Source: an optimization exercise on an open RTL-to-GDS flow (aim: small area and a short achievable clock period). Production flows keep margins and buffers that such runs may drop.
RTL that was checked went through simulation tests only; none was proved equivalent to the original.
No functional check of the RTL was part of run 1.

**flow/design.v**
```verilog
module NOT16(a, y);
	input [15:0] a;
	output [15:0] y;
	assign y = ~a;
endmodule
module FA(A,B,C,sum, carry);
	input A,B,C;
	output sum,carry;
	assign sum = A^B^C;
	assign carry = (A&B) | (B&C) | (C&A);
endmodule
module HA(A,B,sum, carry);
	input A,B;
	output sum,carry;
	assign sum = A^B;
	assign carry = A&B;
endmodule
module MAC(A,B,out,clk,reset);
	input [15:0] A,B;
	input clk,reset;
	output [35:0] out;
	reg [35:0] acc;
	wire [35:0] nxt;
	always @(posedge clk or posedge reset)
	begin
		if(reset)
			acc <= 36'd0;
		else
			acc <= nxt;
	end
	assign out = acc;
	wire [15:0] An, Bn;
	NOT16 ina(A, An);
	NOT16 inb(B, Bn);
	wire [255:0] pp;
	genvar gi;
	generate for (gi = 0; gi < 16; gi = gi + 1) begin : ppg
		assign pp[16*gi+15:16*gi] = ~(An | {16{Bn[gi]}});
	end endgenerate
	wire hs1;
	wire hc2;
	wire fs3;
	wire fc4;
	wire hs5;
	wire hc6;
	wire fs7;
	wire fc8;
	wire fs9;
	wire fc10;
	wire hs11;
	wire hc12;
	wire fs13;
	wire fc14;
	wire fs15;
	wire fc16;
	wire fs17;
	wire fc18;
	wire hs19;
	wire hc20;
	wire fs21;
	wire fc22;
	wire fs23;
	wire fc24;
	wire fs25;
	wire fc26;
	wire fs27;
	wire fc28;
	wire hs29;
	wire hc30;
	wire fs31;
	wire fc32;
	wire fs33;
	wire fc34;
	wire fs35;
	wire fc36;
	wire fs37;
	wire fc38;
	wire fs39;
	wire fc40;
	wire hs41;
	wire hc42;
	wire fs43;
	wire fc44;
	wire fs45;
	wire fc46;
	wire fs47;
	wire fc48;
	wire fs49;
	wire fc50;
	wire fs51;
	wire fc52;
	wire fs53;
	wire fc54;
	wire hs55;
	wire hc56;
	wire fs57;
	wire fc58;
	wire fs59;
	wire fc60;
	wire fs61;
	wire fc62;
	wire fs63;
	wire fc64;
	wire fs65;
	wire fc66;
	wire fs67;
	wire fc68;
	wire fs69;
	wire fc70;
	wire hs71;
	wire hc72;
	wire fs73;
	wire fc74;
	wire fs75;
	wire fc76;
	wire fs77;
	wire fc78;
	wire fs79;
	wire fc80;
	wire fs81;
	wire fc82;
	wire fs83;
	wire fc84;
	wire fs85;
	wire fc86;
	wire fs87;
	wire fc88;
	wire hs89;
	wire hc90;
	wire fs91;
	wire fc92;
	wire fs93;
	wire fc94;
	wire fs95;
	wire fc96;
	wire fs97;
	wire fc98;
	wire fs99;
	wire fc100;
	wire fs101;
	wire fc102;
	wire fs103;
	wire fc104;
	wire fs105;
	wire fc106;
	wire fs107;
	wire fc108;
	wire hs109;
	wire hc110;
	wire fs111;
	wire fc112;
	wire fs113;
	wire fc114;
	wire fs115;
	wire fc116;
	wire fs117;
	wire fc118;
	wire fs119;
	wire fc120;
	wire fs121;
	wire fc122;
	wire fs123;
	wire fc124;
	wire fs125;
	wire fc126;
	wire fs127;
	wire fc128;
	wire fs129;
	wire fc130;
	wire hs131;
	wire hc132;
	wire fs133;
	wire fc134;
	wire fs135;
	wire fc136;
	wire fs137;
	wire fc138;
	wire fs139;
	wire fc140;
	wire fs141;
	wire fc142;
	wire fs143;
	wire fc144;
	wire fs145;
	wire fc146;
	wire fs147;
	wire fc148;
	wire fs149;
	wire fc150;
	wire fs151;
	wire fc152;
	wire fs153;
	wire fc154;
	wire hs155;
	wire hc156;
	wire fs157;
	wire fc158;
	wire fs159;
	wire fc160;
	wire fs161;
	wire fc162;
	wire fs163;
	wire fc164;
	wire fs165;
	wire fc166;
	wire fs167;
	wire fc168;
	wire fs169;
	wire fc170;
	wire fs171;
	wire fc172;
	wire fs173;
	wire fc174;
	wire fs175;
	wire fc176;
	wire fs177;
	wire fc178;
	wire fs179;
	wire fc180;
	wire hs181;
	wire hc182;
	wire fs183;
	wire fc184;
	wire fs185;
	wire fc186;
	wire fs187;
	wire fc188;
	wire fs189;
	wire fc190;
	wire fs191;
	wire fc192;
	wire fs193;
	wire fc194;
	wire fs195;
	wire fc196;
	wire fs197;
	wire fc198;
	wire fs199;
	wire fc200;
	wire fs201;
	wire fc202;
	wire fs203;
	wire fc204;
	wire fs205;
	wire fc206;
	wire fs207;
	wire fc208;
	wire hs209;
	wire hc210;
	wire fs211;
	wire fc212;
	wire fs213;
	wire fc214;
	wire fs215;
	wire fc216;
	wire fs217;
	wire fc218;
	wire fs219;
	wire fc220;
	wire fs221;
	wire fc222;
	wire fs223;
	wire fc224;
	wire fs225;
	wire fc226;
	wire fs227;
	wire fc228;
	wire fs229;
	wire fc230;
	wire fs231;
	wire fc232;
	wire fs233;
	wire fc234;
	wire fs235;
	wire fc236;
	wire fs237;
	wire fc238;
	wire hs239;
	wire hc240;
	wire fs241;
	wire fc242;
	wire fs243;
	wire fc244;
	wire fs245;
	wire fc246;
	wire fs247;
	wire fc248;
	wire fs249;
	wire fc250;
	wire fs251;
	wire fc252;
	wire fs253;
	wire fc254;
	wire fs255;
	wire fc256;
	wire fs257;
	wire fc258;
	wire fs259;
	wire fc260;
	wire fs261;
	wire fc262;
	wire fs263;
	wire fc264;
	wire fs265;
	wire fc266;
	wire fs267;
	wire fc268;
	wire hs269;
	wire hc270;
	wire fs271;
	wire fc272;
	wire fs273;
	wire fc274;
	wire fs275;
	wire fc276;
	wire fs277;
	wire fc278;
	wire fs279;
	wire fc280;
	wire fs281;
	wire fc282;
	wire fs283;
	wire fc284;
	wire fs285;
	wire fc286;
	wire fs287;
	wire fc288;
	wire fs289;
	wire fc290;
	wire fs291;
	wire fc292;
	wire fs293;
	wire fc294;
	wire fs295;
	wire fc296;
	wire fs297;
	wire fc298;
	wire fs299;
	wire fc300;
	wire fs301;
	wire fc302;
	wire fs303;
	wire fc304;
	wire fs305;
	wire fc306;
	wire fs307;
	wire fc308;
	wire fs309;
	wire fc310;
	wire fs311;
	wire fc312;
	wire fs313;
	wire fc314;
	wire fs315;
	wire fc316;
	wire fs317;
	wire fc318;
	wire fs319;
	wire fc320;
	wire fs321;
	wire fc322;
	wire fs323;
	wire fc324;
	wire fs325;
	wire fc326;
	wire fs327;
	wire fc328;
	wire fs329;
	wire fc330;
	wire fs331;
	wire fc332;
	wire fs333;
	wire fc334;
	wire fs335;
	wire fc336;
	wire fs337;
	wire fc338;
	wire fs339;
	wire fc340;
	wire fs341;
	wire fc342;
	wire fs343;
	wire fc344;
	wire fs345;
	wire fc346;
	wire fs347;
	wire fc348;
	wire fs349;
	wire fc350;
	wire fs351;
	wire fc352;
	wire fs353;
	wire fc354;
	wire fs355;
	wire fc356;
	wire fs357;
	wire fc358;
	wire fs359;
	wire fc360;
	wire fs361;
	wire fc362;
	wire fs363;
	wire fc364;
	wire fs365;
	wire fc366;
	wire fs367;
	wire fc368;
	wire fs369;
	wire fc370;
	wire fs371;
	wire fc372;
	wire fs373;
	wire fc374;
	wire fs375;
	wire fc376;
	wire fs377;
	wire fc378;
	wire fs379;
	wire fc380;
	wire fs381;
	wire fc382;
	wire fs383;
	wire fc384;
	wire fs385;
	wire fc386;
	wire fs387;
	wire fc388;
	wire fs389;
	wire fc390;
	wire fs391;
	wire fc392;
	wire fs393;
	wire fc394;
	wire fs395;
	wire fc396;
	wire fs397;
	wire fc398;
	wire fs399;
	wire fc400;
	wire fs401;
	wire fc402;
	wire fs403;
	wire fc404;
	wire fs405;
	wire fc406;
	wire fs407;
	wire fc408;
	wire fs409;
	wire fc410;
	wire fs411;
	wire fc412;
	wire fs413;
	wire fc414;
	wire fs415;
	wire fc416;
	wire fs417;
	wire fc418;
	wire fs419;
	wire fc420;
	wire fs421;
	wire fc422;
	wire fs423;
	wire fc424;
	wire fs425;
	wire fc426;
	wire fs427;
	wire fc428;
	wire fs429;
	wire fc430;
	wire fs431;
	wire fc432;
	wire fs433;
	wire fc434;
	wire fs435;
	wire fc436;
	wire fs437;
	wire fc438;
	wire fs439;
	wire fc440;
	wire fs441;
	wire fc442;
	wire fs443;
	wire fc444;
	wire fs445;
	wire fc446;
	wire fs447;
	wire fc448;
	wire fs449;
	wire fc450;
	wire fs451;
	wire fc452;
	wire fs453;
	wire fc454;
	wire fs455;
	wire fc456;
	wire fs457;
	wire fc458;
	wire fs459;
	wire fc460;
	wire fs461;
	wire fc462;
	wire fs463;
	wire fc464;
	wire fs465;
	wire fc466;
	wire fs467;
	wire fc468;
	wire fs469;
	wire fc470;
	wire fs471;
	wire fc472;
	wire fs473;
	wire fc474;
	wire fs475;
	wire fc476;
	wire fs477;
	wire fc478;
	wire fs479;
	wire fc480;
	wire g0_0;
	wire p0_0;
	wire g0_1;
	wire p0_1;
	wire g0_2;
	wire p0_2;
	wire g0_3;
	wire p0_3;
	wire g0_4;
	wire p0_4;
	wire g0_5;
	wire p0_5;
	wire g0_6;
	wire p0_6;
	wire g0_7;
	wire p0_7;
	wire g0_8;
	wire p0_8;
	wire g0_9;
	wire p0_9;
	wire g0_10;
	wire p0_10;
	wire g0_11;
	wire p0_11;
	wire g0_12;
	wire p0_12;
	wire g0_13;
	wire p0_13;
	wire g0_14;
	wire p0_14;
	wire g0_15;
	wire p0_15;
	wire g0_16;
	wire p0_16;
	wire g0_17;
	wire p0_17;
	wire g0_18;
	wire p0_18;
	wire g0_19;
	wire p0_19;
	wire g0_20;
	wire p0_20;
	wire g0_21;
	wire p0_21;
	wire g0_22;
	wire p0_22;
	wire g0_23;
	wire p0_23;
	wire g0_24;
	wire p0_24;
	wire g0_25;
	wire p0_25;
	wire g0_26;
	wire p0_26;
	wire g0_27;
	wire p0_27;
	wire g0_28;
	wire p0_28;
	wire g0_29;
	wire p0_29;
	wire g0_30;
	wire p0_30;
	wire g0_31;
	wire p0_31;
	wire g0_32;
	wire p0_32;
	wire g0_33;
	wire p0_33;
	wire g0_34;
	wire p0_34;
	wire g0_35;
	wire p0_35;
	wire G481;
	wire P481;
	wire G482;
	wire P482;
	wire G483;
	wire P483;
	wire G484;
	wire P484;
	wire G485;
	wire P485;
	wire G486;
	wire P486;
	wire G487;
	wire P487;
	wire G488;
	wire P488;
	wire G489;
	wire P489;
	wire G490;
	wire P490;
	wire G491;
	wire P491;
	wire G492;
	wire P492;
	wire G493;
	wire P493;
	wire G494;
	wire P494;
	wire G495;
	wire P495;
	wire G496;
	wire P496;
	wire G497;
	wire P497;
	wire G498;
	wire P498;
	wire G499;
	wire P499;
	wire G500;
	wire P500;
	wire G501;
	wire P501;
	wire G502;
	wire P502;
	wire G503;
	wire P503;
	wire G504;
	wire P504;
	wire G505;
	wire P505;
	wire G506;
	wire P506;
	wire G507;
	wire P507;
	wire G508;
	wire P508;
	wire G509;
	wire P509;
	wire G510;
	wire P510;
	wire G511;
	wire P511;
	wire G512;
	wire P512;
	wire G513;
	wire P513;
	wire G514;
	wire P514;
	wire G515;
	wire P515;
	wire G516;
	wire P516;
	wire G517;
	wire P517;
	wire G518;
	wire P518;
	wire G519;
	wire P519;
	wire G520;
	wire P520;
	wire G521;
	wire P521;
	wire G522;
	wire P522;
	wire G523;
	wire P523;
	wire G524;
	wire P524;
	wire G525;
	wire P525;
	wire G526;
	wire P526;
	wire G527;
	wire P527;
	wire G528;
	wire P528;
	wire G529;
	wire P529;
	wire G530;
	wire P530;
	wire G531;
	wire P531;
	wire G532;
	wire P532;
	wire G533;
	wire P533;
	wire G534;
	wire P534;
	wire G535;
	wire P535;
	wire G536;
	wire P536;
	wire G537;
	wire P537;
	wire G538;
	wire P538;
	wire G539;
	wire P539;
	wire G540;
	wire P540;
	wire G541;
	wire P541;
	wire G542;
	wire P542;
	wire G543;
	wire P543;
	wire G544;
	wire P544;
	wire G545;
	wire P545;
	wire G546;
	wire P546;
	wire G547;
	wire P547;
	wire G548;
	wire P548;
	wire G549;
	wire P549;
	wire G550;
	wire P550;
	wire G551;
	wire P551;
	wire G552;
	wire P552;
	wire G553;
	wire P553;
	wire G554;
	wire P554;
	HA h2(acc[1], pp[1], hs1, hc2);
	FA f4(acc[2], pp[2], pp[17], fs3, fc4);
	HA h6(pp[32], hc2, hs5, hc6);
	FA f8(acc[3], pp[3], pp[18], fs7, fc8);
	FA f10(pp[33], pp[48], fc4, fs9, fc10);
	HA h12(hc6, fs7, hs11, hc12);
	FA f14(acc[4], pp[4], pp[19], fs13, fc14);
	FA f16(pp[34], pp[49], pp[64], fs15, fc16);
	FA f18(fc8, fs13, fs15, fs17, fc18);
	HA h20(hc12, fc10, hs19, hc20);
	FA f22(acc[5], pp[5], pp[20], fs21, fc22);
	FA f24(pp[35], pp[50], pp[65], fs23, fc24);
	FA f26(pp[80], fc14, fc16, fs25, fc26);
	FA f28(fs21, fs23, fc18, fs27, fc28);
	HA h30(fs25, hc20, hs29, hc30);
	FA f32(acc[6], pp[6], pp[21], fs31, fc32);
	FA f34(pp[36], pp[51], pp[66], fs33, fc34);
	FA f36(pp[81], pp[96], fc22, fs35, fc36);
	FA f38(fc24, fs31, fs33, fs37, fc38);
	FA f40(fc26, fs35, fs37, fs39, fc40);
	HA h42(hc30, fc28, hs41, hc42);
	FA f44(acc[7], pp[7], pp[22], fs43, fc44);
	FA f46(pp[37], pp[52], pp[67], fs45, fc46);
	FA f48(pp[82], pp[97], pp[112], fs47, fc48);
	FA f50(fc32, fc34, fs43, fs49, fc50);
	FA f52(fs45, fs47, fc36, fs51, fc52);
	FA f54(fc38, fs49, fs51, fs53, fc54);
	HA h56(fc40, hc42, hs55, hc56);
	FA f58(acc[8], pp[8], pp[23], fs57, fc58);
	FA f60(pp[38], pp[53], pp[68], fs59, fc60);
	FA f62(pp[83], pp[98], pp[113], fs61, fc62);
	FA f64(pp[128], fc44, fc46, fs63, fc64);
	FA f66(fc48, fs57, fs59, fs65, fc66);
	FA f68(fs61, fc50, fs63, fs67, fc68);
	FA f70(fs65, fc52, fs67, fs69, fc70);
	HA h72(fc54, hc56, hs71, hc72);
	FA f74(acc[9], pp[9], pp[24], fs73, fc74);
	FA f76(pp[39], pp[54], pp[69], fs75, fc76);
	FA f78(pp[84], pp[99], pp[114], fs77, fc78);
	FA f80(pp[129], pp[144], fc58, fs79, fc80);
	FA f82(fc60, fc62, fs73, fs81, fc82);
	FA f84(fs75, fs77, fc64, fs83, fc84);
	FA f86(fc66, fs79, fs81, fs85, fc86);
	FA f88(fc68, fs83, fs85, fs87, fc88);
	HA h90(fc70, hc72, hs89, hc90);
	FA f92(acc[10], pp[10], pp[25], fs91, fc92);
	FA f94(pp[40], pp[55], pp[70], fs93, fc94);
	FA f96(pp[85], pp[100], pp[115], fs95, fc96);
	FA f98(pp[130], pp[145], pp[160], fs97, fc98);
	FA f100(fc74, fc76, fc78, fs99, fc100);
	FA f102(fs91, fs93, fs95, fs101, fc102);
	FA f104(fs97, fc80, fc82, fs103, fc104);
	FA f106(fs99, fs101, fc84, fs105, fc106);
	FA f108(fc86, fs103, fs105, fs107, fc108);
	HA h110(fc88, hc90, hs109, hc110);
	FA f112(acc[11], pp[11], pp[26], fs111, fc112);
	FA f114(pp[41], pp[56], pp[71], fs113, fc114);
	FA f116(pp[86], pp[101], pp[116], fs115, fc116);
	FA f118(pp[131], pp[146], pp[161], fs117, fc118);
	FA f120(pp[176], fc92, fc94, fs119, fc120);
	FA f122(fc96, fc98, fs111, fs121, fc122);
	FA f124(fs113, fs115, fs117, fs123, fc124);
	FA f126(fc100, fc102, fs119, fs125, fc126);
	FA f128(fs121, fs123, fc104, fs127, fc128);
	FA f130(fs125, fc106, fs127, fs129, fc130);
	HA h132(fc108, fs129, hs131, hc132);
	FA f134(acc[12], pp[12], pp[27], fs133, fc134);
	FA f136(pp[42], pp[57], pp[72], fs135, fc136);
	FA f138(pp[87], pp[102], pp[117], fs137, fc138);
	FA f140(pp[132], pp[147], pp[162], fs139, fc140);
	FA f142(pp[177], pp[192], fc112, fs141, fc142);
	FA f144(fc114, fc116, fc118, fs143, fc144);
	FA f146(fs133, fs135, fs137, fs145, fc146);
	FA f148(fs139, fc120, fc122, fs147, fc148);
	FA f150(fc124, fs141, fs143, fs149, fc150);
	FA f152(fs145, fc126, fs147, fs151, fc152);
	FA f154(fs149, fc128, fs151, fs153, fc154);
	HA h156(fc130, fs153, hs155, hc156);
	FA f158(acc[13], pp[13], pp[28], fs157, fc158);
	FA f160(pp[43], pp[58], pp[73], fs159, fc160);
	FA f162(pp[88], pp[103], pp[118], fs161, fc162);
	FA f164(pp[133], pp[148], pp[163], fs163, fc164);
	FA f166(pp[178], pp[193], pp[208], fs165, fc166);
	FA f168(fc134, fc136, fc138, fs167, fc168);
	FA f170(fc140, fs157, fs159, fs169, fc170);
	FA f172(fs161, fs163, fs165, fs171, fc172);
	FA f174(fc142, fc144, fc146, fs173, fc174);
	FA f176(fs167, fs169, fs171, fs175, fc176);
	FA f178(fc148, fc150, fs173, fs177, fc178);
	FA f180(fs175, fc152, fs177, fs179, fc180);
	HA h182(fc154, fs179, hs181, hc182);
	FA f184(acc[14], pp[14], pp[29], fs183, fc184);
	FA f186(pp[44], pp[59], pp[74], fs185, fc186);
	FA f188(pp[89], pp[104], pp[119], fs187, fc188);
	FA f190(pp[134], pp[149], pp[164], fs189, fc190);
	FA f192(pp[179], pp[194], pp[209], fs191, fc192);
	FA f194(pp[224], fc158, fc160, fs193, fc194);
	FA f196(fc162, fc164, fc166, fs195, fc196);
	FA f198(fs183, fs185, fs187, fs197, fc198);
	FA f200(fs189, fs191, fc168, fs199, fc200);
	FA f202(fc170, fc172, fs193, fs201, fc202);
	FA f204(fs195, fs197, fc174, fs203, fc204);
	FA f206(fs199, fc176, fs201, fs205, fc206);
	FA f208(fc178, fs203, fs205, fs207, fc208);
	HA h210(fc180, fs207, hs209, hc210);
	FA f212(acc[15], pp[15], pp[30], fs211, fc212);
	FA f214(pp[45], pp[60], pp[75], fs213, fc214);
	FA f216(pp[90], pp[105], pp[120], fs215, fc216);
	FA f218(pp[135], pp[150], pp[165], fs217, fc218);
	FA f220(pp[180], pp[195], pp[210], fs219, fc220);
	FA f222(pp[225], pp[240], fc184, fs221, fc222);
	FA f224(fc186, fc188, fc190, fs223, fc224);
	FA f226(fc192, fs211, fs213, fs225, fc226);
	FA f228(fs215, fs217, fs219, fs227, fc228);
	FA f230(fc194, fc196, fc198, fs229, fc230);
	FA f232(fs221, fs223, fs225, fs231, fc232);
	FA f234(fs227, fc200, fc202, fs233, fc234);
	FA f236(fs229, fs231, fc204, fs235, fc236);
	FA f238(fc206, fs233, fs235, fs237, fc238);
	HA h240(fc208, hc210, hs239, hc240);
	FA f242(acc[16], pp[31], pp[46], fs241, fc242);
	FA f244(pp[61], pp[76], pp[91], fs243, fc244);
	FA f246(pp[106], pp[121], pp[136], fs245, fc246);
	FA f248(pp[151], pp[166], pp[181], fs247, fc248);
	FA f250(pp[196], pp[211], pp[226], fs249, fc250);
	FA f252(pp[241], fc212, fc214, fs251, fc252);
	FA f254(fc216, fc218, fc220, fs253, fc254);
	FA f256(fs241, fs243, fs245, fs255, fc256);
	FA f258(fs247, fs249, fc222, fs257, fc258);
	FA f260(fc224, fc226, fc228, fs259, fc260);
	FA f262(fs251, fs253, fs255, fs261, fc262);
	FA f264(fc230, fs257, fc232, fs263, fc264);
	FA f266(fs259, fs261, fc234, fs265, fc266);
	FA f268(fs263, fc236, fs265, fs267, fc268);
	HA h270(fc238, fs267, hs269, hc270);
	FA f272(acc[17], pp[47], pp[62], fs271, fc272);
	FA f274(pp[77], pp[92], pp[107], fs273, fc274);
	FA f276(pp[122], pp[137], pp[152], fs275, fc276);
	FA f278(pp[167], pp[182], pp[197], fs277, fc278);
	FA f280(pp[212], pp[227], pp[242], fs279, fc280);
	FA f282(fc242, fc244, fc246, fs281, fc282);
	FA f284(fc248, fc250, fs271, fs283, fc284);
	FA f286(fs273, fs275, fs277, fs285, fc286);
	FA f288(fs279, fc252, fc254, fs287, fc288);
	FA f290(fc256, fs281, fs283, fs289, fc290);
	FA f292(fs285, fc258, fc260, fs291, fc292);
	FA f294(fs287, fc262, fs289, fs293, fc294);
	FA f296(fc264, fs291, fs293, fs295, fc296);
	FA f298(fc266, fs295, fc268, fs297, fc298);
	FA f300(acc[18], pp[63], pp[78], fs299, fc300);
	FA f302(pp[93], pp[108], pp[123], fs301, fc302);
	FA f304(pp[138], pp[153], pp[168], fs303, fc304);
	FA f306(pp[183], pp[198], pp[213], fs305, fc306);
	FA f308(pp[228], pp[243], fc272, fs307, fc308);
	FA f310(fc274, fc276, fc278, fs309, fc310);
	FA f312(fc280, fs299, fs301, fs311, fc312);
	FA f314(fs303, fs305, fc282, fs313, fc314);
	FA f316(fc284, fc286, fs307, fs315, fc316);
	FA f318(fs309, fs311, fc288, fs317, fc318);
	FA f320(fs313, fc290, fs315, fs319, fc320);
	FA f322(fc292, fs317, fc294, fs321, fc322);
	FA f324(fs319, fc296, fs321, fs323, fc324);
	FA f326(acc[19], pp[79], pp[94], fs325, fc326);
	FA f328(pp[109], pp[124], pp[139], fs327, fc328);
	FA f330(pp[154], pp[169], pp[184], fs329, fc330);
	FA f332(pp[199], pp[214], pp[229], fs331, fc332);
	FA f334(pp[244], fc300, fc302, fs333, fc334);
	FA f336(fc304, fc306, fs325, fs335, fc336);
	FA f338(fs327, fs329, fs331, fs337, fc338);
	FA f340(fc308, fc310, fc312, fs339, fc340);
	FA f342(fs333, fs335, fs337, fs341, fc342);
	FA f344(fc314, fc316, fs339, fs343, fc344);
	FA f346(fs341, fc318, fc320, fs345, fc346);
	FA f348(fs343, fc322, fs345, fs347, fc348);
	FA f350(acc[20], pp[95], pp[110], fs349, fc350);
	FA f352(pp[125], pp[140], pp[155], fs351, fc352);
	FA f354(pp[170], pp[185], pp[200], fs353, fc354);
	FA f356(pp[215], pp[230], pp[245], fs355, fc356);
	FA f358(fc326, fc328, fc330, fs357, fc358);
	FA f360(fc332, fs349, fs351, fs359, fc360);
	FA f362(fs353, fs355, fc334, fs361, fc362);
	FA f364(fc336, fc338, fs357, fs363, fc364);
	FA f366(fs359, fc340, fs361, fs365, fc366);
	FA f368(fc342, fs363, fc344, fs367, fc368);
	FA f370(fs365, fc346, fs367, fs369, fc370);
	FA f372(acc[21], pp[111], pp[126], fs371, fc372);
	FA f374(pp[141], pp[156], pp[171], fs373, fc374);
	FA f376(pp[186], pp[201], pp[216], fs375, fc376);
	FA f378(pp[231], pp[246], fc350, fs377, fc378);
	FA f380(fc352, fc354, fc356, fs379, fc380);
	FA f382(fs371, fs373, fs375, fs381, fc382);
	FA f384(fc358, fc360, fs377, fs383, fc384);
	FA f386(fs379, fs381, fc362, fs385, fc386);
	FA f388(fc364, fs383, fc366, fs387, fc388);
	FA f390(fs385, fc368, fs387, fs389, fc390);
	FA f392(acc[22], pp[127], pp[142], fs391, fc392);
	FA f394(pp[157], pp[172], pp[187], fs393, fc394);
	FA f396(pp[202], pp[217], pp[232], fs395, fc396);
	FA f398(pp[247], fc372, fc374, fs397, fc398);
	FA f400(fc376, fs391, fs393, fs399, fc400);
	FA f402(fs395, fc378, fc380, fs401, fc402);
	FA f404(fc382, fs397, fs399, fs403, fc404);
	FA f406(fc384, fs401, fs403, fs405, fc406);
	FA f408(fc386, fs405, fc388, fs407, fc408);
	FA f410(acc[23], pp[143], pp[158], fs409, fc410);
	FA f412(pp[173], pp[188], pp[203], fs411, fc412);
	FA f414(pp[218], pp[233], pp[248], fs413, fc414);
	FA f416(fc392, fc394, fc396, fs415, fc416);
	FA f418(fs409, fs411, fs413, fs417, fc418);
	FA f420(fc398, fc400, fs415, fs419, fc420);
	FA f422(fs417, fc402, fc404, fs421, fc422);
	FA f424(fs419, fc406, fs421, fs423, fc424);
	FA f426(acc[24], pp[159], pp[174], fs425, fc426);
	FA f428(pp[189], pp[204], pp[219], fs427, fc428);
	FA f430(pp[234], pp[249], fc410, fs429, fc430);
	FA f432(fc412, fc414, fs425, fs431, fc432);
	FA f434(fs427, fc416, fc418, fs433, fc434);
	FA f436(fs429, fs431, fc420, fs435, fc436);
	FA f438(fs433, fc422, fs435, fs437, fc438);
	FA f440(acc[25], pp[175], pp[190], fs439, fc440);
	FA f442(pp[205], pp[220], pp[235], fs441, fc442);
	FA f444(pp[250], fc426, fc428, fs443, fc444);
	FA f446(fs439, fs441, fc430, fs445, fc446);
	FA f448(fc432, fs443, fc434, fs447, fc448);
	FA f450(fs445, fc436, fs447, fs449, fc450);
	FA f452(acc[26], pp[191], pp[206], fs451, fc452);
	FA f454(pp[221], pp[236], pp[251], fs453, fc454);
	FA f456(fc440, fc442, fs451, fs455, fc456);
	FA f458(fs453, fc444, fs455, fs457, fc458);
	FA f460(fc446, fs457, fc448, fs459, fc460);
	FA f462(acc[27], pp[207], pp[222], fs461, fc462);
	FA f464(pp[237], pp[252], fc452, fs463, fc464);
	FA f466(fc454, fs461, fc456, fs465, fc466);
	FA f468(fs463, fc458, fs465, fs467, fc468);
	FA f470(acc[28], pp[223], pp[238], fs469, fc470);
	FA f472(pp[253], fc462, fs469, fs471, fc472);
	FA f474(fc464, fs471, fc466, fs473, fc474);
	FA f476(acc[29], pp[239], pp[254], fs475, fc476);
	FA f478(fc470, fs475, fc472, fs477, fc478);
	FA f480(acc[30], pp[255], fc476, fs479, fc480);
	wire [35:0] r0, r1;
	assign r0[0] = acc[0];
	assign r1[0] = pp[0];
	assign r0[1] = pp[16];
	assign r1[1] = hs1;
	assign r0[2] = fs3;
	assign r1[2] = hs5;
	assign r0[3] = hs11;
	assign r1[3] = fs9;
	assign r0[4] = fs17;
	assign r1[4] = hs19;
	assign r0[5] = hs29;
	assign r1[5] = fs27;
	assign r0[6] = fs39;
	assign r1[6] = hs41;
	assign r0[7] = fs53;
	assign r1[7] = hs55;
	assign r0[8] = fs69;
	assign r1[8] = hs71;
	assign r0[9] = fs87;
	assign r1[9] = hs89;
	assign r0[10] = fs107;
	assign r1[10] = hs109;
	assign r0[11] = hc110;
	assign r1[11] = hs131;
	assign r0[12] = hc132;
	assign r1[12] = hs155;
	assign r0[13] = hc156;
	assign r1[13] = hs181;
	assign r0[14] = hc182;
	assign r1[14] = hs209;
	assign r0[15] = fs237;
	assign r1[15] = hs239;
	assign r0[16] = hc240;
	assign r1[16] = hs269;
	assign r0[17] = hc270;
	assign r1[17] = fs297;
	assign r0[18] = fs323;
	assign r1[18] = fc298;
	assign r0[19] = fc324;
	assign r1[19] = fs347;
	assign r0[20] = fc348;
	assign r1[20] = fs369;
	assign r0[21] = fc370;
	assign r1[21] = fs389;
	assign r0[22] = fc390;
	assign r1[22] = fs407;
	assign r0[23] = fs423;
	assign r1[23] = fc408;
	assign r0[24] = fc424;
	assign r1[24] = fs437;
	assign r0[25] = fc438;
	assign r1[25] = fs449;
	assign r0[26] = fc450;
	assign r1[26] = fs459;
	assign r0[27] = fs467;
	assign r1[27] = fc460;
	assign r0[28] = fc468;
	assign r1[28] = fs473;
	assign r0[29] = fs477;
	assign r1[29] = fc474;
	assign r0[30] = fs479;
	assign r1[30] = fc478;
	assign r0[31] = acc[31];
	assign r1[31] = fc480;
	assign r0[32] = acc[32];
	assign r1[32] = 1'b0;
	assign r0[33] = acc[33];
	assign r1[33] = 1'b0;
	assign r0[34] = acc[34];
	assign r1[34] = 1'b0;
	assign r0[35] = acc[35];
	assign r1[35] = 1'b0;
	assign g0_0 = r0[0] & r1[0];
	assign p0_0 = r0[0] ^ r1[0];
	assign g0_1 = r0[1] & r1[1];
	assign p0_1 = r0[1] ^ r1[1];
	assign g0_2 = r0[2] & r1[2];
	assign p0_2 = r0[2] ^ r1[2];
	assign g0_3 = r0[3] & r1[3];
	assign p0_3 = r0[3] ^ r1[3];
	assign g0_4 = r0[4] & r1[4];
	assign p0_4 = r0[4] ^ r1[4];
	assign g0_5 = r0[5] & r1[5];
	assign p0_5 = r0[5] ^ r1[5];
	assign g0_6 = r0[6] & r1[6];
	assign p0_6 = r0[6] ^ r1[6];
	assign g0_7 = r0[7] & r1[7];
	assign p0_7 = r0[7] ^ r1[7];
	assign g0_8 = r0[8] & r1[8];
	assign p0_8 = r0[8] ^ r1[8];
	assign g0_9 = r0[9] & r1[9];
	assign p0_9 = r0[9] ^ r1[9];
	assign g0_10 = r0[10] & r1[10];
	assign p0_10 = r0[10] ^ r1[10];
	assign g0_11 = r0[11] & r1[11];
	assign p0_11 = r0[11] ^ r1[11];
	assign g0_12 = r0[12] & r1[12];
	assign p0_12 = r0[12] ^ r1[12];
	assign g0_13 = r0[13] & r1[13];
	assign p0_13 = r0[13] ^ r1[13];
	assign g0_14 = r0[14] & r1[14];
	assign p0_14 = r0[14] ^ r1[14];
	assign g0_15 = r0[15] & r1[15];
	assign p0_15 = r0[15] ^ r1[15];
	assign g0_16 = r0[16] & r1[16];
	assign p0_16 = r0[16] ^ r1[16];
	assign g0_17 = r0[17] & r1[17];
	assign p0_17 = r0[17] ^ r1[17];
	assign g0_18 = r0[18] & r1[18];
	assign p0_18 = r0[18] ^ r1[18];
	assign g0_19 = r0[19] & r1[19];
	assign p0_19 = r0[19] ^ r1[19];
	assign g0_20 = r0[20] & r1[20];
	assign p0_20 = r0[20] ^ r1[20];
	assign g0_21 = r0[21] & r1[21];
	assign p0_21 = r0[21] ^ r1[21];
	assign g0_22 = r0[22] & r1[22];
	assign p0_22 = r0[22] ^ r1[22];
	assign g0_23 = r0[23] & r1[23];
	assign p0_23 = r0[23] ^ r1[23];
	assign g0_24 = r0[24] & r1[24];
	assign p0_24 = r0[24] ^ r1[24];
	assign g0_25 = r0[25] & r1[25];
	assign p0_25 = r0[25] ^ r1[25];
	assign g0_26 = r0[26] & r1[26];
	assign p0_26 = r0[26] ^ r1[26];
	assign g0_27 = r0[27] & r1[27];
	assign p0_27 = r0[27] ^ r1[27];
	assign g0_28 = r0[28] & r1[28];
	assign p0_28 = r0[28] ^ r1[28];
	assign g0_29 = r0[29] & r1[29];
	assign p0_29 = r0[29] ^ r1[29];
	assign g0_30 = r0[30] & r1[30];
	assign p0_30 = r0[30] ^ r1[30];
	assign g0_31 = r0[31] & r1[31];
	assign p0_31 = r0[31] ^ r1[31];
	assign g0_32 = r0[32] & r1[32];
	assign p0_32 = r0[32] ^ r1[32];
	assign g0_33 = r0[33] & r1[33];
	assign p0_33 = r0[33] ^ r1[33];
	assign g0_34 = r0[34] & r1[34];
	assign p0_34 = r0[34] ^ r1[34];
	assign g0_35 = r0[35] & r1[35];
	assign p0_35 = r0[35] ^ r1[35];
	assign G481 = g0_1 | (p0_1 & g0_0);
	assign P481 = p0_1 & p0_0;
	assign G482 = g0_2 | (p0_2 & G481);
	assign P482 = p0_2 & P481;
	assign G483 = g0_3 | (p0_3 & G482);
	assign P483 = p0_3 & P482;
	assign G484 = g0_4 | (p0_4 & G483);
	assign P484 = p0_4 & P483;
	assign G485 = g0_5 | (p0_5 & G484);
	assign P485 = p0_5 & P484;
	assign G486 = g0_6 | (p0_6 & G485);
	assign P486 = p0_6 & P485;
	assign G487 = g0_7 | (p0_7 & G486);
	assign P487 = p0_7 & P486;
	assign G488 = g0_8 | (p0_8 & G487);
	assign P488 = p0_8 & P487;
	assign G489 = g0_10 | (p0_10 & g0_9);
	assign P489 = p0_10 & p0_9;
	assign G490 = g0_12 | (p0_12 & g0_11);
	assign P490 = p0_12 & p0_11;
	assign G491 = g0_14 | (p0_14 & g0_13);
	assign P491 = p0_14 & p0_13;
	assign G492 = g0_16 | (p0_16 & g0_15);
	assign P492 = p0_16 & p0_15;
	assign G493 = g0_18 | (p0_18 & g0_17);
	assign P493 = p0_18 & p0_17;
	assign G494 = g0_20 | (p0_20 & g0_19);
	assign P494 = p0_20 & p0_19;
	assign G495 = g0_22 | (p0_22 & g0_21);
	assign P495 = p0_22 & p0_21;
	assign G496 = g0_24 | (p0_24 & g0_23);
	assign P496 = p0_24 & p0_23;
	assign G497 = g0_26 | (p0_26 & g0_25);
	assign P497 = p0_26 & p0_25;
	assign G498 = g0_28 | (p0_28 & g0_27);
	assign P498 = p0_28 & p0_27;
	assign G499 = g0_30 | (p0_30 & g0_29);
	assign P499 = p0_30 & p0_29;
	assign G500 = g0_32 | (p0_32 & g0_31);
	assign P500 = p0_32 & p0_31;
	assign G501 = g0_34 | (p0_34 & g0_33);
	assign P501 = p0_34 & p0_33;
	assign G502 = g0_9 | (p0_9 & G488);
	assign P502 = p0_9 & P488;
	assign G503 = G489 | (P489 & G488);
	assign P503 = P489 & P488;
	assign G504 = g0_13 | (p0_13 & G490);
	assign P504 = p0_13 & P490;
	assign G505 = G491 | (P491 & G490);
	assign P505 = P491 & P490;
	assign G506 = g0_17 | (p0_17 & G492);
	assign P506 = p0_17 & P492;
	assign G507 = G493 | (P493 & G492);
	assign P507 = P493 & P492;
	assign G508 = g0_21 | (p0_21 & G494);
	assign P508 = p0_21 & P494;
	assign G509 = G495 | (P495 & G494);
	assign P509 = P495 & P494;
	assign G510 = g0_25 | (p0_25 & G496);
	assign P510 = p0_25 & P496;
	assign G511 = G497 | (P497 & G496);
	assign P511 = P497 & P496;
	assign G512 = g0_29 | (p0_29 & G498);
	assign P512 = p0_29 & P498;
	assign G513 = G499 | (P499 & G498);
	assign P513 = P499 & P498;
	assign G514 = g0_33 | (p0_33 & G500);
	assign P514 = p0_33 & P500;
	assign G515 = G501 | (P501 & G500);
	assign P515 = P501 & P500;
	assign G516 = g0_11 | (p0_11 & G503);
	assign P516 = p0_11 & P503;
	assign G517 = G490 | (P490 & G503);
	assign P517 = P490 & P503;
	assign G518 = G504 | (P504 & G503);
	assign P518 = P504 & P503;
	assign G519 = G505 | (P505 & G503);
	assign P519 = P505 & P503;
	assign G520 = g0_19 | (p0_19 & G507);
	assign P520 = p0_19 & P507;
	assign G521 = G494 | (P494 & G507);
	assign P521 = P494 & P507;
	assign G522 = G508 | (P508 & G507);
	assign P522 = P508 & P507;
	assign G523 = G509 | (P509 & G507);
	assign P523 = P509 & P507;
	assign G524 = g0_27 | (p0_27 & G511);
	assign P524 = p0_27 & P511;
	assign G525 = G498 | (P498 & G511);
	assign P525 = P498 & P511;
	assign G526 = G512 | (P512 & G511);
	assign P526 = P512 & P511;
	assign G527 = G513 | (P513 & G511);
	assign P527 = P513 & P511;
	assign G528 = g0_35 | (p0_35 & G515);
	assign P528 = p0_35 & P515;
	assign G529 = g0_15 | (p0_15 & G519);
	assign P529 = p0_15 & P519;
	assign G530 = G492 | (P492 & G519);
	assign P530 = P492 & P519;
	assign G531 = G506 | (P506 & G519);
	assign P531 = P506 & P519;
	assign G532 = G507 | (P507 & G519);
	assign P532 = P507 & P519;
	assign G533 = G520 | (P520 & G519);
	assign P533 = P520 & P519;
	assign G534 = G521 | (P521 & G519);
	assign P534 = P521 & P519;
	assign G535 = G522 | (P522 & G519);
	assign P535 = P522 & P519;
	assign G536 = G523 | (P523 & G519);
	assign P536 = P523 & P519;
	assign G537 = g0_31 | (p0_31 & G527);
	assign P537 = p0_31 & P527;
	assign G538 = G500 | (P500 & G527);
	assign P538 = P500 & P527;
	assign G539 = G514 | (P514 & G527);
	assign P539 = P514 & P527;
	assign G540 = G515 | (P515 & G527);
	assign P540 = P515 & P527;
	assign G541 = G528 | (P528 & G527);
	assign P541 = P528 & P527;
	assign G542 = g0_23 | (p0_23 & G536);
	assign P542 = p0_23 & P536;
	assign G543 = G496 | (P496 & G536);
	assign P543 = P496 & P536;
	assign G544 = G510 | (P510 & G536);
	assign P544 = P510 & P536;
	assign G545 = G511 | (P511 & G536);
	assign P545 = P511 & P536;
	assign G546 = G524 | (P524 & G536);
	assign P546 = P524 & P536;
	assign G547 = G525 | (P525 & G536);
	assign P547 = P525 & P536;
	assign G548 = G526 | (P526 & G536);
	assign P548 = P526 & P536;
	assign G549 = G527 | (P527 & G536);
	assign P549 = P527 & P536;
	assign G550 = G537 | (P537 & G536);
	assign P550 = P537 & P536;
	assign G551 = G538 | (P538 & G536);
	assign P551 = P538 & P536;
	assign G552 = G539 | (P539 & G536);
	assign P552 = P539 & P536;
	assign G553 = G540 | (P540 & G536);
	assign P553 = P540 & P536;
	assign G554 = G541 | (P541 & G536);
	assign P554 = P541 & P536;
	assign nxt[0] = p0_0;
	assign nxt[1] = p0_1 ^ g0_0;
	assign nxt[2] = p0_2 ^ G481;
	assign nxt[3] = p0_3 ^ G482;
	assign nxt[4] = p0_4 ^ G483;
	assign nxt[5] = p0_5 ^ G484;
	assign nxt[6] = p0_6 ^ G485;
	assign nxt[7] = p0_7 ^ G486;
	assign nxt[8] = p0_8 ^ G487;
	assign nxt[9] = p0_9 ^ G488;
	assign nxt[10] = p0_10 ^ G502;
	assign nxt[11] = p0_11 ^ G503;
	assign nxt[12] = p0_12 ^ G516;
	assign nxt[13] = p0_13 ^ G517;
	assign nxt[14] = p0_14 ^ G518;
	assign nxt[15] = p0_15 ^ G519;
	assign nxt[16] = p0_16 ^ G529;
	assign nxt[17] = p0_17 ^ G530;
	assign nxt[18] = p0_18 ^ G531;
	assign nxt[19] = p0_19 ^ G532;
	assign nxt[20] = p0_20 ^ G533;
	assign nxt[21] = p0_21 ^ G534;
	assign nxt[22] = p0_22 ^ G535;
	assign nxt[23] = p0_23 ^ G536;
	assign nxt[24] = p0_24 ^ G542;
	assign nxt[25] = p0_25 ^ G543;
	assign nxt[26] = p0_26 ^ G544;
	assign nxt[27] = p0_27 ^ G545;
	assign nxt[28] = p0_28 ^ G546;
	assign nxt[29] = p0_29 ^ G547;
	assign nxt[30] = p0_30 ^ G548;
	assign nxt[31] = p0_31 ^ G549;
	assign nxt[32] = p0_32 ^ G550;
	assign nxt[33] = p0_33 ^ G551;
	assign nxt[34] = p0_34 ^ G552;
	assign nxt[35] = p0_35 ^ G553;
endmodule
```
**flow/flow/run.sh**
```bash
#!/bin/bash
# The standard layout (standard synthesis, floorplan, place, CTS, route) with two changes:
# repair_timing is asked for a larger setup slack than 0 (flow/setup_margin.txt) so that it
# keeps shortening the critical path, and the port buffers that every input and output gets
# are sky130_fd_sc_hd__buf_1 (flow/port_buffer.txt) instead of the delay cell buffer_ports
# picks by default; repair_timing then sizes the ones on critical paths.
# Make's full output goes to make_finish.log; each tool's own log is under orfs/logs/.
set -euo pipefail
MARGIN=$(cat flow/setup_margin.txt)
PBUF=$(cat flow/port_buffer.txt)
bash standard.sh SETUP_SLACK_MARGIN=$MARGIN "BUFFER_PORTS_ARGS=-buffer_cell $PBUF" finish > make_finish.log 2>&1
```
**flow/flow/port_buffer.txt**
```
sky130_fd_sc_hd__buf_1
```
**flow/flow/setup_margin.txt**
```
9.5
```
**flow/standard.sh**
```bash
#!/bin/bash
# synth_recipe.tcl (not shown) runs the flow's synth.tcl, then flattens the netlist and writes it again
# the make line also repeats each setting of config.mk as NAME=value (left out here)
make -C /OpenROAD-flow-scripts/flow DESIGN_CONFIG=/design/flow/config.mk WORK_HOME=/design/flow/orfs CLKGATE_MAP_FILE= SYNTH_SCRIPT=/design/flow/synth_recipe.tcl "${@:-finish}"
```
**flow/config.mk**
```make
export PLATFORM = sky130hd
export DESIGN_NAME = MAC
export DESIGN_NICKNAME = MAC
export VERILOG_FILES = /design/flow/design.v
export SDC_FILE = /design/flow/constraint.sdc
export NUM_CORES = 4
export LEC_CHECK = 0
export CAP_MARGIN = 20
export CORE_MARGIN = 2
export CORE_UTILIZATION = 40
export SLEW_MARGIN = 20
export SYNTH_HIERARCHICAL = 1
export SYNTH_MINIMUM_KEEP_SIZE = 0
```
**flow/constraint.sdc**
```tcl
create_clock -name core_clock -period 19.0 [get_ports {clk}]
set_input_delay 3.8000 -clock core_clock [delete_from_list [all_inputs] [get_ports {clk}]]
set_output_delay 3.8000 -clock core_clock [all_outputs]
set_load 0.01 [all_outputs]
```
==> metrics.csv, run 1 <==
stage;metric;value;unit
status;outcome;complete, no violations;
floorplanning;# IOs;70;
clocking;CTS sink cnt;36;
finish;# fillers;1984;
global_route;Congestion Overflow GR;0;
route;First-pass DRT Iterations;5;
logic_synthesis;simple-gate share of the synthesized area;14.0;%
placed_design;pre-CTS setup slack;9500;ps
timing;setup ws final;9770;ps
logic_synthesis;mux contribution to synthesized area;0;%
setup_path;slowest stage cell, crit path;inv_1;
setup_path;slowest stage delay, CP;550;ps
placed_design;IO buf count;69;
logic_synthesis;top_reg_cell synth;dfrtp_1;
clocking;Clock Pin Slew Worst Setup and Hold Paths;70;ps
timing;Slew Viols, Final;0;
placed_design;DP HPWL;16800;um
floorplanning;DIE AREA;21700;um2
setup_path;WP depth;18;
floorplanning;initial core utilization;40.7;%
clocking;worst-skew pair later-pin latency;300;ps
route;initial DRC count;413;
finish;fraction of layout cells with a size suffix above 1;2.37;%
route;Routed Antenna Nets;0;
route;Vias/cell;5.23;
timing;Clock Skews;6.34;ps
logic_synthesis;Synth Area in Adders;63.5;%
clocking;CTS root buf;clkbuf_16;
route;post-DR wirelength/cell;19.9;um
setup_path;Critical Path Sink;acc[34];
setup_path;crit path cell chain;buf_1 -> inv_1 -> nor2_1 -> fa_1 -> fa_1 -> fa_1 -> fa_1 -> fa_1 -> fa_1 -> fa_1 -> ha_1 -> and4_1 -> o21ai_0 -> a31o_2 -> o21ba_4 -> o31ai_4 -> nand2_1 -> xnor2_1;
route;vias after detailed routing;5596;
setup_path;reg2reg end;acc[34];
global_route;wire length of the first global-routing pass;34300;um
logic_synthesis;synth unique cells;35;
setup_path;r2r setup slk;13670;ps
finish;biggest regs;acc: 36 flops;
min_path;HP Class;flop to flop;
route;final WL;21300;um
flow_run;max-cap viol count;0;
timing;Tmin final;9230;ps
setup_path;Critical Path Start Type;input port;
logic_synthesis;Post-Syn Instances;790;
clocking;Post-CTS Setup Inserts;0;
global_route;largest net degree at the start of global routing;37;
setup_path;Register-to-Register Path Depth;15;
timing;TNS Setup;0;ps
clocking;CTS buffer count;5;
setup_path;critical path's most frequent cell;fa_1;
setup_path;CP max FO;16;
clocking;Max Buffers Root-to-Sink;2;
logic_synthesis;Post-synth EDFFs;0;
setup_path;CP bufs+invs;2;
global_route;initial antenna violation count;0;
finish;FF/Latch Area;901;um2
logic_synthesis;main combinational cell family by area after synthesis;adder cells;
logic_synthesis;Compound-Gate Fraction of Synth Area;3.48;%
logic_synthesis;Avg Inst Size Synth;10.4;um2
floorplanning;CORE AREA;20200;um2
finish;ant diodes;0;
route;drt drc;0;
clocking;CTS tree;built;
logic_synthesis;synthesized cell area;8230;um2
setup_path;Crit Path Category;input port to flop;
logic_synthesis;async set-reset flop share out of synthesis;100;%
finish;Top reg by flops;acc;
placed_design;routability congestion estimate;0.847;
floorplanning;Std-Cell Rows;52;
setup_path;RR Startpoint;acc[13];
timing;final setup fails;0;
timing;transition time at the pin with the least slew margin;901;ps
global_route;vias in the first global route;6334;
timing;Max Freq;108;MHz
floorplanning;chip height;147;um
finish;area of the multi-input gates;6860;um2
finish;synth-to-layout area growth;6.09;%
floorplanning;Chip Width;147;um
global_route;Total GRT Usage;20.9;%
logic_synthesis;post-synthesis register bit count;36;
logic_synthesis;Post-Synth XOR/XNOR Area;2.34;%
clocking;H-tree Lvls;2;
clocking;PostCTS Resize Cnt;0;
logic_synthesis;Synthesis Warnings;7;
timing;Final period util;48.6;%
setup_path;Crit path max-delay family;adder cells;
timing;Hold Fails Final Rpt;0;
finish;max FFs per register;36;
clocking;hold buffer count at CTS;0;
timing;Worst slew margin;39.9;%
setup_path;WP data arrival;9420;ps
timing;RSZ-0062 raised after global routing;false;
logic_synthesis;Mapped Nets;1100;
logic_synthesis;register area share after synthesis;10.9;%
finish;nets;1110;
setup_path;crit path from;A[13];
setup_path;kind of end point of the critical path;flop;
setup_path;Worst Path Required;19190;ps
[worst min path at each step]
| stage | depth (start not counted) | from | slack (ps) | end |
|---|---|---|---|---|
| 3_3_place_gp | 1 | acc[35] | 470 | acc[35] |
| 2_1_floorplan | 1 | acc[35] | 450 | acc[35] |
| 4_1_cts | 1 | acc[35] | 480 | acc[35] |
| 6_report | 1 | acc[35] | 480 | acc[35] |
| 5_1_grt | 1 | acc[35] | 500 | acc[35] |
| 3_5_place_dp | 1 | acc[35] | 470 | acc[35] |
[area by class of cell]
cell class / instances / area share [%]
inverters: 57 / 2.45
clock buffers: 5 / 1.43
clock inverters: 3 / 0.487
multi-input cells: 631 / 78.5
flip-flops and latches: 36 / 10.3
well taps: 270 / 3.87
repair buffers: 69 / 2.97
[per-stage QoR]
stage | cells | area [um2] | util [%] | hold slack, ps
after floorplan | 790 | 8230 | - | 446
after global placement | 1063 | 8570 | 42.3 | 465
after detailed placement | 1063 | 8570 | 42.3 | 467
after CTS | 1071 | 8730 | 43.2 | 476
after global routing | 1071 | 8730 | 43.2 | 502
final | 1071 | 8730 | 43.2 | 476
[synthesized netlist by cell type, types with 2 or more instances]
| library cell | count | area, um2 |
|---|---|---|
| or2_2 | 2 | 12.5 |
| xor2_1 | 7 | 61.3 |
| nand3_1 | 3 | 15.0 |
| nand2_1 | 12 | 45.0 |
| clkbuf_1 | 62 | 233 |
| inv_1 | 57 | 214 |
| a21oi_1 | 16 | 80.1 |
| xnor2_1 | 15 | 131 |
| ha_1 | 40 | 500 |
| o211ai_1 | 2 | 15.0 |
| o21a_1 | 3 | 22.5 |
| fa_1 | 236 | 4720 |
| nor2_1 | 263 | 987 |
| dfrtp_1 | 36 | 901 |
| o21ai_0 | 6 | 30.0 |
| buf_4 | 4 | 30.0 |
| a21o_1 | 4 | 30.0 |
| nand2b_1 | 4 | 25.0 |
| o31a_1 | 2 | 17.5 |
[cells in the final DEF, fill, tap and decap left out, types with 2 or more instances in the layout]
cell,count
o21ai_0,6
or2_2,2
o31a_1,2
nor2_1,263
xor2_1,7
a21o_1,4
nand3_1,3
fa_1,236
ha_1,40
o21a_1,3
inv_1,56
nand2_1,12
a21oi_1,16
xnor2_1,15
nand2b_1,4
dfrtp_1,36
clkbuf_16,5
o211ai_1,2
buf_1,69
[per-module statistics from Yosys, one instance, submodules excluded]
module	area, um2	cells inside
HA	12.5	1
FA	20.0	1
MAC	3430	518
NOT16	60.1	16
[kinds of logic after synthesis]
kind of cell               after synthesis
AOI/OAI and AO/OA                       41
xor gates and xnor gates                22
adders and majority gates              276
buffers and inverters                  123
DFF                                     36
and+or+nand+nor                        292
[per-layer routing]
metal | track usage (%) | wire, um | vias up
li1 | - | - | 2387
met1 | 27.4 | 8660 | 2965
met2 | 35.4 | 10700 | 201
met3 | 2.96 | 1130 | 43
met4 | 8.32 | 833 | 0
met5 | 0 | 0 | -
==> run 2: changes to the inputs <==
--- a/flow/design.v
+++ b/flow/design.v
@@ -29,13 +29,22 @@
 			acc <= nxt;
 	end
 	assign out = acc;
-	wire [15:0] An, Bn;
-	NOT16 ina(A, An);
-	NOT16 inb(B, Bn);
 	wire [255:0] pp;
 	genvar gi;
+	wire [15:0] An0, Bn0;
+	NOT16 ina0(A, An0);
+	NOT16 inb0(B, Bn0);
+	wire [15:0] An1, Bn1;
+	NOT16 ina1(A, An1);
+	NOT16 inb1(B, Bn1);
+	genvar gj;
 	generate for (gi = 0; gi < 16; gi = gi + 1) begin : ppg
-		assign pp[16*gi+15:16*gi] = ~(An | {16{Bn[gi]}});
+		for (gj = 0; gj < 16; gj = gj + 1) begin : ppc
+			wire an, bn;
+			assign an = (gi * 2 / 16 == 0) ? An0[gj] : An1[gj];
+			assign bn = (gj * 2 / 16 == 0) ? Bn0[gi] : Bn1[gi];
+			assign pp[16*gi+gj] = ~(an | bn);
+		end
 	end endgenerate
 	wire hs1;
 	wire hc2;
==> run 2 against run 1 <==
Non-clock buffer count up 1. Wire length down 3.8%. Sequential cell count unchanged. Critical path depth unchanged. Hold slack better by 0.50 ps. Sequential share of layout area down 0.12 points. Highest routed layer unchanged. Global-route usage down 1.0 points.
==> metrics.csv, run 2 <==
stage;metric;value;unit
logic_synthesis;top_reg_cell synth;dfrtp_1;
setup_path;Crit Path Category;input port to flop;
setup_path;RR Startpoint;acc[13];
timing;transition time at the pin with the least slew margin;511;ps
setup_path;Critical Path Start Type;input port;
setup_path;crit path from;A[12];
global_route;initial antenna violation count;0;
floorplanning;initial core utilization;40.9;%
logic_synthesis;synth unique cells;34;
route;vias after detailed routing;5605;
logic_synthesis;register area share after synthesis;10.8;%
setup_path;Worst Path Required;19190;ps
min_path;HP Class;flop to flop;
global_route;vias in the first global route;6264;
clocking;CTS root buf;clkbuf_16;
finish;nets;1145;
floorplanning;CORE AREA;20400;um2
setup_path;kind of end point of the critical path;flop;
flow_run;max-cap viol count;0;
finish;max FFs per register;36;
setup_path;CP max FO;8;
global_route;largest net degree at the start of global routing;37;
timing;RSZ-0062 raised after global routing;false;
min_path;worst hold path stage count;1;
setup_path;critical path's most frequent cell;fa_1;
floorplanning;Std-Cell Rows;52;
logic_synthesis;Commonest cells post-synth;nor2_1 (267), fa_1 (236), inv_1 (89);
timing;Hold Fails Final Rpt;0;
setup_path;slowest stage cell, crit path;fa_1;
min_path;sink of the worst hold path;acc[35];
placed_design;IO buf count;69;
timing;Worst slew margin;65.9;%
logic_synthesis;Avg Inst Size Synth;10.1;um2
logic_synthesis;post-synthesis register bit count;36;
timing;Final period util;47.3;%
clocking;PostCTS Resize Cnt;0;
floorplanning;DIE AREA;22000;um2
finish;commonest non-fill, non-tap cell in the layout;nor2_1;
route;post-DR wirelength/cell;18.5;um
route;initial DRC count;223;
floorplanning;Chip Width;148;um
route;final WL;20500;um
global_route;Total GRT Usage;19.9;%
logic_synthesis;Post-synth EDFFs;0;
logic_synthesis;async set-reset flop share out of synthesis;100;%
logic_synthesis;Post-Syn Instances;826;
timing;TNS Setup;0;ps
logic_synthesis;Mapped Nets;1136;
timing;Hold Slack;477;ps
clocking;hold buffer count at CTS;0;
finish;Top reg by flops;acc;
timing;Tmin final;9000;ps
logic_synthesis;largest cells by area after synthesis;fa_1 (57%), nor2_1 (12%), dfrtp_1 (11%);
finish;commonest non-fill, non-tap cells in the layout;nor2_1 (267), fa_1 (236), inv_1 (88);
timing;Max Freq;111;MHz
min_path;hold_sp;acc[35];
clocking;CTS buffer count;5;
logic_synthesis;top cell type's share of synthesized area;56.7;%
timing;final setup fails;0;
clocking;Clock Pin Slew Worst Setup and Hold Paths;60;ps
timing;Slew Viols, Final;0;
setup_path;Register-to-Register Path Depth;15;
finish;biggest regs;acc: 36 flops;
global_route;Congestion Overflow GR;0;
setup_path;r2r setup slk;13570;ps
setup_path;reg2reg end;acc[30];
setup_path;slowest stage delay, CP;460;ps
finish;fraction of layout cells with a size suffix above 1;2.15;%
logic_synthesis;most common cell in the netlist;nor2_1;
route;drt drc;0;
finish;synth-to-layout area growth;6.02;%
setup_path;crit path cell chain;buf_1 -> inv_1 -> nor2_1 -> fa_1 -> fa_1 -> fa_1 -> fa_1 -> fa_1 -> fa_1 -> fa_1 -> ha_1 -> nand2_1 -> nor3_1 -> o21ai_2 -> o22ai_1 -> o21ai_1 -> o21ba_1 -> xnor2_1;
clocking;worst-skew pair later-pin latency;310;ps
clocking;Post-CTS Setup Inserts;0;
finish;Layout Utilization;43.4;%
route;Vias/cell;5.07;
status;outcome;complete, no violations;
clocking;Max Buffers Root-to-Sink;2;
setup_path;WP data arrival;9180;ps
clocking;CTS tree;built;
logic_synthesis;synthesized cell area;8340;um2
global_route;wire length of the first global-routing pass;33400;um
timing;Clock Skews;11.0;ps
placed_design;routability congestion estimate;0.890;
floorplanning;# IOs;70;
clocking;H-tree Lvls;2;
route;Routed Antenna Nets;0;
logic_synthesis;Synthesis Warnings;7;
logic_synthesis;leading area contributor after synthesis;fa_1;
placed_design;DP HPWL;17600;um
route;First-pass DRT Iterations;4;
finish;ant diodes;0;
floorplanning;chip height;148;um
clocking;CTS sink cnt;36;
## run 2: cell types whose count changed after synthesis, moves of 3 or more
cell     before  now
o21ai_1       0    4
nand3_1       3    0
inv_1        57   89
o21ai_0       6    2
nor2_1      263  267
o21a_1        3    0
## run 2: layer usage
layer / global-route usage (%) / vias up / share of wire [%]
met5: 0 / - / 0
met4: 5.57 / 0 / 2.6
met3: 3.01 / 27 / 5.4
met2: 32.8 / 188 / 50
met1: 27.7 / 2942 / 42
li1: - / 2448 / -
## run 2: cells by family (layout without fill, tap and decap cells)
logic type                 after synthesis  count (layout)  share of synthesized area [%]
buffers and inverters                  157             167                           7.25
xor gates and xnor gates                22              22                           2.31
AOI/OAI and AO/OA                       40              40                           3.03
and+or+nand+nor                        295             295                           13.9
adders and majority gates              276             276                           62.7
DFF                                     36              36                           10.8
## run 2: critical path: cells and delay by family
kind	cells	cell delay [ps]
AND/OR/NAND/NOR	3	580
buffers and inverters	2	360
XOR/XNOR	1	110
AO/OA/AOI/OAI	4	980
adder cells (fa/ha/maj)	8	3350
## run 2: stage by stage
step | cell area, um2 | std cells | setup WS, ps
6_report | 8840 | 1106 | 10000
5_1_grt | 8840 | 1106 | 9730
4_1_cts | 8840 | 1106 | 10040
3_5_place_dp | 8670 | 1098 | 9720
3_3_place_gp | 8670 | 1098 | 9680
2_1_floorplan | 8340 | 826 | 10350
## run 2: worst max-delay path by stage
stage          endpoint  slack, ps  cells past startpoint
6_report        acc[30]      10000                     18
3_3_place_gp    acc[30]       9680                     18
2_1_floorplan   acc[24]      10350                     17
5_1_grt         acc[30]       9730                     18
4_1_cts         acc[30]      10040                     18
3_5_place_dp    acc[30]       9720                     18
## run 2: cell type report
cell class | count | area [um2]
flip-flops and latches | 36 | 901
multi-input cells | 633 | 6830
clock buffers | 5 | 125
fillers | 1999 | 11500
repair buffers | 70 | 267
clock inverters | 3 | 42.5
inverters | 89 | 334
well taps | 270 | 338
## run 2: per-module statistics from Yosys (local to each module, per instance)
| module | area (um2) | cells |
|---|---|---|
| NOT16 | 60.1 | 16 |
| MAC | 3410 | 522 |
| FA | 20.0 | 1 |
| HA | 12.5 | 1 |
==> run 3: changes to the inputs <==
==> flow/flow/setup_margin.txt (replaced) <==
10
==> run 3 against run 2 <==
Synthesized area unchanged. Final cell count stayed put. Clock skew up 0.73 ps. Sequential cell count is the same. Still clean on timing, DRC and antenna. Register-to-register slack improved by 220 ps. Critical endpoint is now acc[35]. Via count shrank 0.30%.
==> metrics.csv, run 3 <==
stage;metric;value;unit
status;outcome;complete, no violations;
timing;Tmin final;8740;ps
finish;ant diodes;0;
placed_design;placed instance area;8670;um2
finish;design area;8870;um2
clocking;H-tree Lvls;2;
logic_synthesis;Synthesis Warnings;7;
route;Routed Antenna Nets;0;
timing;setup ws final;10260;ps
clocking;Clock Pin Slew Worst Setup and Hold Paths;60;ps
route;Vias/cell;5.05;
finish;max FFs per register;36;
setup_path;crit path cell chain;buf_1 -> inv_1 -> nor2_1 -> fa_1 -> fa_1 -> fa_1 -> fa_1 -> fa_1 -> fa_1 -> fa_1 -> ha_1 -> nand2_1 -> o21ai_2 -> a21oi_1 -> o22a_2 -> o21ai_4 -> nand3_2 -> xnor2_1;
logic_synthesis;Mapped Nets;1136;
logic_synthesis;most common cell in the netlist;nor2_1;
setup_path;slowest stage cell, crit path;fa_1;
timing;TNS Setup;0;ps
finish;# fillers;1990;
timing;Hold Fails Final Rpt;0;
setup_path;Register-to-Register Path Depth;16;
placed_design;routability congestion estimate;0.890;
timing;Max Freq;114;MHz
clocking;CTS buffer count;5;
logic_synthesis;top cell type's share of synthesized area;56.7;%
placed_design;DP HPWL;17600;um
logic_synthesis;leading area contributor after synthesis;fa_1;
min_path;worst hold path stage count;1;
floorplanning;# IOs;70;
clocking;CTS sink cnt;36;
finish;fraction of layout cells with a size suffix above 1;3.59;%
global_route;vias in the first global route;6264;
global_route;initial antenna violation count;0;
global_route;Total GRT Usage;19.9;%
finish;synth-to-layout area growth;6.42;%
logic_synthesis;Commonest cells post-synth;nor2_1 (267), fa_1 (236), inv_1 (89);
flow_run;max-cap viol count;0;
timing;Slew Viols, Final;0;
global_route;largest net degree at the start of global routing;37;
floorplanning;chip height;148;um
finish;commonest non-fill, non-tap cell in the layout;nor2_1;
logic_synthesis;register area share after synthesis;10.8;%
timing;final setup fails;0;
floorplanning;CORE AREA;20400;um2
global_route;Congestion Overflow GR;0;
setup_path;Worst Path Required;19190;ps
logic_synthesis;top_reg_cell synth;dfrtp_1;
placed_design;IO buf count;69;
global_route;wire length of the first global-routing pass;33400;um
clocking;Post-CTS Setup Inserts;0;
logic_synthesis;synthesized cell area;8340;um2
clocking;worst-skew pair later-pin latency;310;ps
logic_synthesis;async set-reset flop share out of synthesis;100;%
logic_synthesis;Post-synth EDFFs;0;
floorplanning;initial core utilization;40.9;%
logic_synthesis;Post-Syn Instances;826;
clocking;CTS tree;built;
clocking;Max Buffers Root-to-Sink;2;
timing;Worst slew margin;66.0;%
finish;biggest regs;acc: 36 flops;
setup_path;slowest stage delay, CP;470;ps
finish;FF/Latch Area;901;um2
placed_design;pre-CTS setup slack;9720;ps
finish;commonest non-fill, non-tap cells in the layout;nor2_1 (266), fa_1 (236), inv_1 (83);
logic_synthesis;synth unique cells;34;
setup_path;Critical Path Start Type;input port;
route;post-DR wirelength/cell;18.5;um
timing;RSZ-0062 raised after global routing;false;
timing;transition time at the pin with the least slew margin;510;ps
route;initial DRC count;222;
finish;Top reg by flops;acc;
floorplanning;Std-Cell Rows;52;
setup_path;reg2reg end;acc[28];
floorplanning;Chip Width;148;um
logic_synthesis;post-synthesis register bit count;36;
route;First-pass DRT Iterations;5;
logic_synthesis;largest cells by area after synthesis;fa_1 (57%), nor2_1 (12%), dfrtp_1 (11%);
route;vias after detailed routing;5588;
setup_path;WP data arrival;8930;ps
setup_path;kind of end point of the critical path;flop;
timing;Clock Skews;11.8;ps
setup_path;Crit Path Category;input port to flop;
clocking;CTS root buf;clkbuf_16;
floorplanning;DIE AREA;22000;um2
min_path;HP Class;flop to flop;
setup_path;CP max FO;8;
finish;area of the multi-input gates;6860;um2
route;final WL;20400;um
setup_path;critical path's most frequent cell;fa_1;
route;drt drc;0;
timing;Final period util;46.0;%
min_path;sink of the worst hold path;acc[35];
finish;nets;1145;
setup_path;r2r setup slk;13790;ps
min_path;hold_sp;acc[35];
logic_synthesis;Avg Inst Size Synth;10.1;um2
setup_path;RR Startpoint;acc[2];
run 3: cell counts after synthesis:
Identical to the previous run, type by type.
run 3: area by class of cell:
type                       count  share of cell area [%]
multi-input combinational    633                    77.4
sequential                    36                    10.2
tap                          270                    3.81
inverter                      89                    3.77
timing repair buffer          70                    3.00
clock buffer                   5                    1.41
clock inverter                 3                   0.480
run 3: through the flow:
step                util (%)  hold slack (ps)  instances
finish                  43.6              477       1106
detailed placement      42.6              471       1098
global placement        42.6              457       1098
floorplan                  -              446        826
global route            43.6              505       1106
CTS                     43.4              480       1106
run 3: worst max-delay path by stage:
stage	from	end	cells past startpoint	slack (ps)
floorplan	A[8]	acc[24]	17	10350
CTS	A[7]	acc[30]	18	10040
global route	B[0]	acc[28]	19	10010
finish	A[4]	acc[35]	18	10260
detailed placement	A[7]	acc[30]	18	9720
global placement	B[0]	acc[30]	18	9680
run 3: timing repair:
action / in CTS / in global routing
resized for setup: 0 / 13
hold buffers: 0 / 0
setup endpoints to repair: 0 / 14
run 3: cell families (layout without fill, tap and decap cells):
group	after synthesis	count (layout)	synth area share, %
fa+ha+maj	276	276	62.7
buf+inv	157	167	7.25
simple gates	295	295	13.9
flops	36	36	10.8
xor+xnor	22	22	2.31
compound gates	40	40	3.03
run 3: per-module statistics from Yosys, one instance, submodules excluded:
module  flip-flops and latches  cells inside
MAC                         36           522
NOT16                        0            16
FA                           0             1
HA                           0             1
run 3: routing by layer:
metal	vias to the layer above	share of wire, %	global-route usage (%)	routed length [um]
met5	-	0	0	0
met4	0	2.6	5.57	536
met3	27	4.9	3.01	1000
met2	175	50	32.8	10200
met1	2939	42	27.7	8660
li1	2447	-	-	-
run 3: critical path, delay by kind of cell:
family	cells	cell delay [ps]
buf+inv	2	340
xor+xnor	1	120
fa+ha+maj	8	3360
simple gates	3	390
compound gates	4	920

static timing again, ports no longer ideal:
The results above use ideal ports. As a check the final layouts listed here were re-extracted and re-timed, cells and wires unchanged. Step 1: set_driving_cell puts a clkbuf_16 on clk and a buf_2 on each other input, an assumption about the parent block. Step 2 also shifts input and output timing later by t, the mid clock arrival at the registers, as if the neighbouring blocks saw the same clock. Three values: ideal ports, drivers, drivers and shift; two values: the first two.
| run | t, ns | slack for setup (ns) | worst setup path after step 2 | latest minus earliest clock arrival (ns) |
|---|---|---|---|---|
| run 1 | 0.349 | 9.771 / 9.792 / 9.443 | input to register | 0.006 / 0.006 |
| run 2 | 0.346 | 10.004 / 10.023 / 9.678 | input to register | 0.011 / 0.011 |
| run 3 | 0.346 | 10.261 / 10.277 / 9.931 | input to register | 0.012 / 0.011 |
After both steps setup and hold are still met in every run listed. The setup slack of run 3, which loses most, moves by +0.016 ns with the drivers and by -0.330 ns with both steps.
